From an optimization exercise on the open Yosys and OpenROAD flow, aimed at small area; shortcuts taken in it are not production practice.
The RTL was checked by simulation tests, not by an equivalence proof against the original design.

## run A
Design fib_table, start of the top module:
module fib_table(
    input [63:0] pit_in_prefix,
    input [7:0] pit_in_metadata,
    input rejected,
    input fib_out_bit,
    input start_send_to_pit,
    input [7:0] data_PIT_to_FIB,
    input RX_valid,
    input [7:0] data_SPI_to_FIB,
    input clk,
    input rst,
    output reg [63:0] pit_out_prefix,
    output reg prefix_ready,
    output reg [7:0] pit_out_metadata,
    output reg [7:0] data_FIB_to_PIT,
    output FIB_to_SPI_data_flag,
    output reg [7:0] data_FIB_to_SPI
);
Size: about 180 I/O pins, ~160000 um^2 of cells after synthesis.
export LEC_CHECK = 0
export CAP_MARGIN = 30
export CORE_MARGIN = 2
export CORE_UTILIZATION = 45
export PLACE_DENSITY = 0.7
export SETUP_SLACK_MARGIN = 0.2
export SLEW_MARGIN = 30
create_clock -name core_clock -period 7.0 [get_ports {clk}]
standard.sh (not shown) runs the stock make flow with config.mk's settings and CLKGATE_MAP_FILE= SYNTH_SCRIPT=/design/flow/synth_recipe.tcl, a recipe that flattens the netlist after the stock synthesis.
==> flow/flow/run.sh <==
#!/bin/bash
# Layout flow: the standard flow (standard.sh) with two changes:
#  - ABC maps the logic for area (flow/abc_area.script) instead of for speed;
#    everything else in synthesis is synth_recipe.tcl unchanged;
#  - clock tree synthesis without dummy loads, with larger sink clusters.
# Each tool's output stays in ORFS's own logs under orfs/logs; make's output
# goes to standard.log.
set -euo pipefail
W=$PWD
{ head -n 1 synth_recipe.tcl
  echo "proc abc {args} { set i [lsearch -exact \$args -script]; if {\$i >= 0} { lset args [expr {\$i + 1}] $W/flow/abc_area.script }; yosys abc {*}\$args }"
  tail -n +2 synth_recipe.tcl; } > area_synth.tcl
bash standard.sh SYNTH_SCRIPT=$W/area_synth.tcl \
  "CTS_ARGS=-sink_clustering_enable -repair_clock_nets -dont_use_dummy_load -sink_clustering_size 14 -sink_clustering_max_diameter 50 -buf_list sky130_fd_sc_hd__clkbuf_8" \
  finish > standard.log 2>&1
==> flow/flow/abc_area.script <==
&get -n
&st
&syn2
&dch -f
&nf -a -R 2000 -C 24
&put
Run A | status: complete | timing, DRC, antenna: pass
For run B, these inputs were changed with respect to run A:
==> flow/flow/abc_area.script <==
&get -n
&st
&syn2
&dch -f
&nf -a -R 1000
&put
### Flow results
Run B: full flow OK, the timing, DRC and antenna checks passed
Between run B and run A, the area overhead of the layout relative to synthesis is higher for run A.
Diff run A -> run B | net count of the finished layout | up slightly
The higher via count of run B and run A is in run A.
Comparing run B and run A, die width is lower on run A.
~same final design area excluding fillers in run B and run A
Clock buffer instance count of the final layout was higher in the run labelled run B.
Edits applied to the flow inputs when going from run B to run C:
-- flow/flow/run.sh --
<<< run B, line 2
# Layout flow: the standard flow (standard.sh) with two changes:
>>> run C, line 2
# Layout flow: the standard flow (standard.sh) with three changes:
<<< run B, line 5
#  - clock tree synthesis without dummy loads, with larger sink clusters.
>>> run C, line 5
#  - clock tree synthesis without dummy loads, with larger sink clusters;
#  - port buffers use the smallest buffer cell (buf_1).
<<< run B, line 14
  "CTS_ARGS=-sink_clustering_enable -repair_clock_nets -dont_use_dummy_load -sink_clustering_size 14 -sink_clustering_max_diameter 50 -buf_list sky130_fd_sc_hd__clkbuf_8" \
>>> run C, line 15
  "CTS_ARGS=-sink_clustering_enable -repair_clock_nets -dont_use_dummy_load -sink_clustering_size 8 -sink_clustering_max_diameter 35 -buf_list sky130_fd_sc_hd__clkbuf_4" \
  "BUFFER_PORTS_ARGS=-buffer_cell sky130_fd_sc_hd__buf_1" \
==> flow/flow/abc_area.script <==
&get -n
&st
&syn2
&dch -f
&nf -a -R 2000 -C 24
&put
## What came out
Compared to run B, run C has post-route worst hold slack 0.28 ns lower. Going from run B to run C, routed wire length climbed 50 mm; clock-buffer cell count climbed 284. Initial core utilization across run B and run C: no real change. Run C -> run B: number of max-slew violations in the final report flat. The depth of the worst register-to-register path reported for run C is greater than that of run B by 2. ~same utilization after layout in run B and run C. Run C: count of buffers not belonging to the clock network in the layout is 24% higher than what run B reported. Run B → run C: biggest fanout along the worst timing path increased 1.
The inputs of run D differ from those of run C as listed below.
- PLACE_DENSITY no longer set, was 0.7
-- flow/flow/run.sh --
<<< run C, line 2
# Layout flow: the standard flow (standard.sh) with three changes:
>>> run D, line 2
# Layout flow: the standard flow (standard.sh) with two changes:
<<< run C, line 5
#  - clock tree synthesis without dummy loads, with larger sink clusters;
#  - port buffers use the smallest buffer cell (buf_1).
>>> run D, line 5
#  - clock tree synthesis without dummy loads, with larger sink clusters.
<<< run C, line 15
  "CTS_ARGS=-sink_clustering_enable -repair_clock_nets -dont_use_dummy_load -sink_clustering_size 8 -sink_clustering_max_diameter 35 -buf_list sky130_fd_sc_hd__clkbuf_4" \
  "BUFFER_PORTS_ARGS=-buffer_cell sky130_fd_sc_hd__buf_1" \
>>> run D, line 14
  "CTS_ARGS=-sink_clustering_enable -repair_clock_nets -dont_use_dummy_load -sink_clustering_size 14 -sink_clustering_max_diameter 50 -buf_list sky130_fd_sc_hd__clkbuf_8" \
==> flow/flow/abc_area.script <==
&get -n
&st
&syn2
&dch -f
&nf -a -R 1000
&put
==> results.txt <==
Run D finished all stages; the layout is clean.
In the flow results for run D and run C, the final period utilization is larger on run C.
For the detailed-route wire length, run D came in 2.3% lower than run C did.
Between run C and run D, highest achievable clock rate increased.
> inputs changed (run D -> run E)
- setting PLACE_DENSITY to 0.7 for the first time
-- flow/flow/run.sh --
<<< run D, line 5
#  - clock tree synthesis without dummy loads, with larger sink clusters.
>>> run E, line 5
#  - clock tree synthesis without dummy loads, with larger sink clusters;
#  - port buffers use the smallest buffer cell (buf_1).
<<< run D, line 15
>>> run E, line 16
  "BUFFER_PORTS_ARGS=-buffer_cell sky130_fd_sc_hd__buf_1" \
==> flow/flow/abc_area.script <==
&get -n
&st
&syn2
&dch -f
&nf -a -R 2000 -C 24
&put
Results
In run E, the clock latency on the worst-skew pair came out 0.06 ns below the value in run D.
Looking at run D and run E, the level count of the clock H-tree is a wash.
Synthesized cell count ends up lower on run E.
Die area (higher): run D
Run E ends up with higher sequential share of layout area than run D does.
Hold slack: lower on run D
Global placer's final weighted congestion in run E vs run D: up 4.0%
The post-route minimum period in run E sits 0.024 ns below the value recorded for run D.
In terms of parity-gate share of the synthesized area counting xor and xnor cells, run D and run E differ only marginally.
Run E: fmax is about 0.38% higher than what run D reported.

[what the ideal ports hide]
The flow's constraints put no driver on any port. The routed layouts listed below were extracted and timed again, unchanged, in two steps.
Step 1 assumes that a clkbuf_16 drives the clock port and a buf_2 every other input.
Step 2 times the ports against the registers' clock, not the clock port: input delays grow and output delays shrink by t, the midpoint of the rising clock arrivals with the driver on.
Slacks: ideal ports / drivers / drivers and shift; pairs: ideal ports / drivers.
| run | shift t [ns] | setup slack, ns | hold slack, ns | cell pins on the clock port's net |
|---|---|---|---|---|
| run A | 1.183 | 0.688 / 0.688 / 0.688 | 0.297 / 0.297 / 0.297 | 1 |
| run B | 1.285 | 0.560 / 0.560 / 0.560 | 0.293 / 0.293 / 0.293 | 1 |
| run C | 1.836 | 0.396 / 0.396 / 0.396 | 0.015 / -0.066 / 0.244 | 1 |
| run D | 1.309 | 0.585 / 0.585 / 0.585 | 0.257 / 0.257 / 0.257 | 1 |
| run E | 1.296 | 0.609 / 0.609 / 0.609 | 0.260 / 0.260 / 0.260 | 1 |
After both steps setup and hold are still met in every run listed.
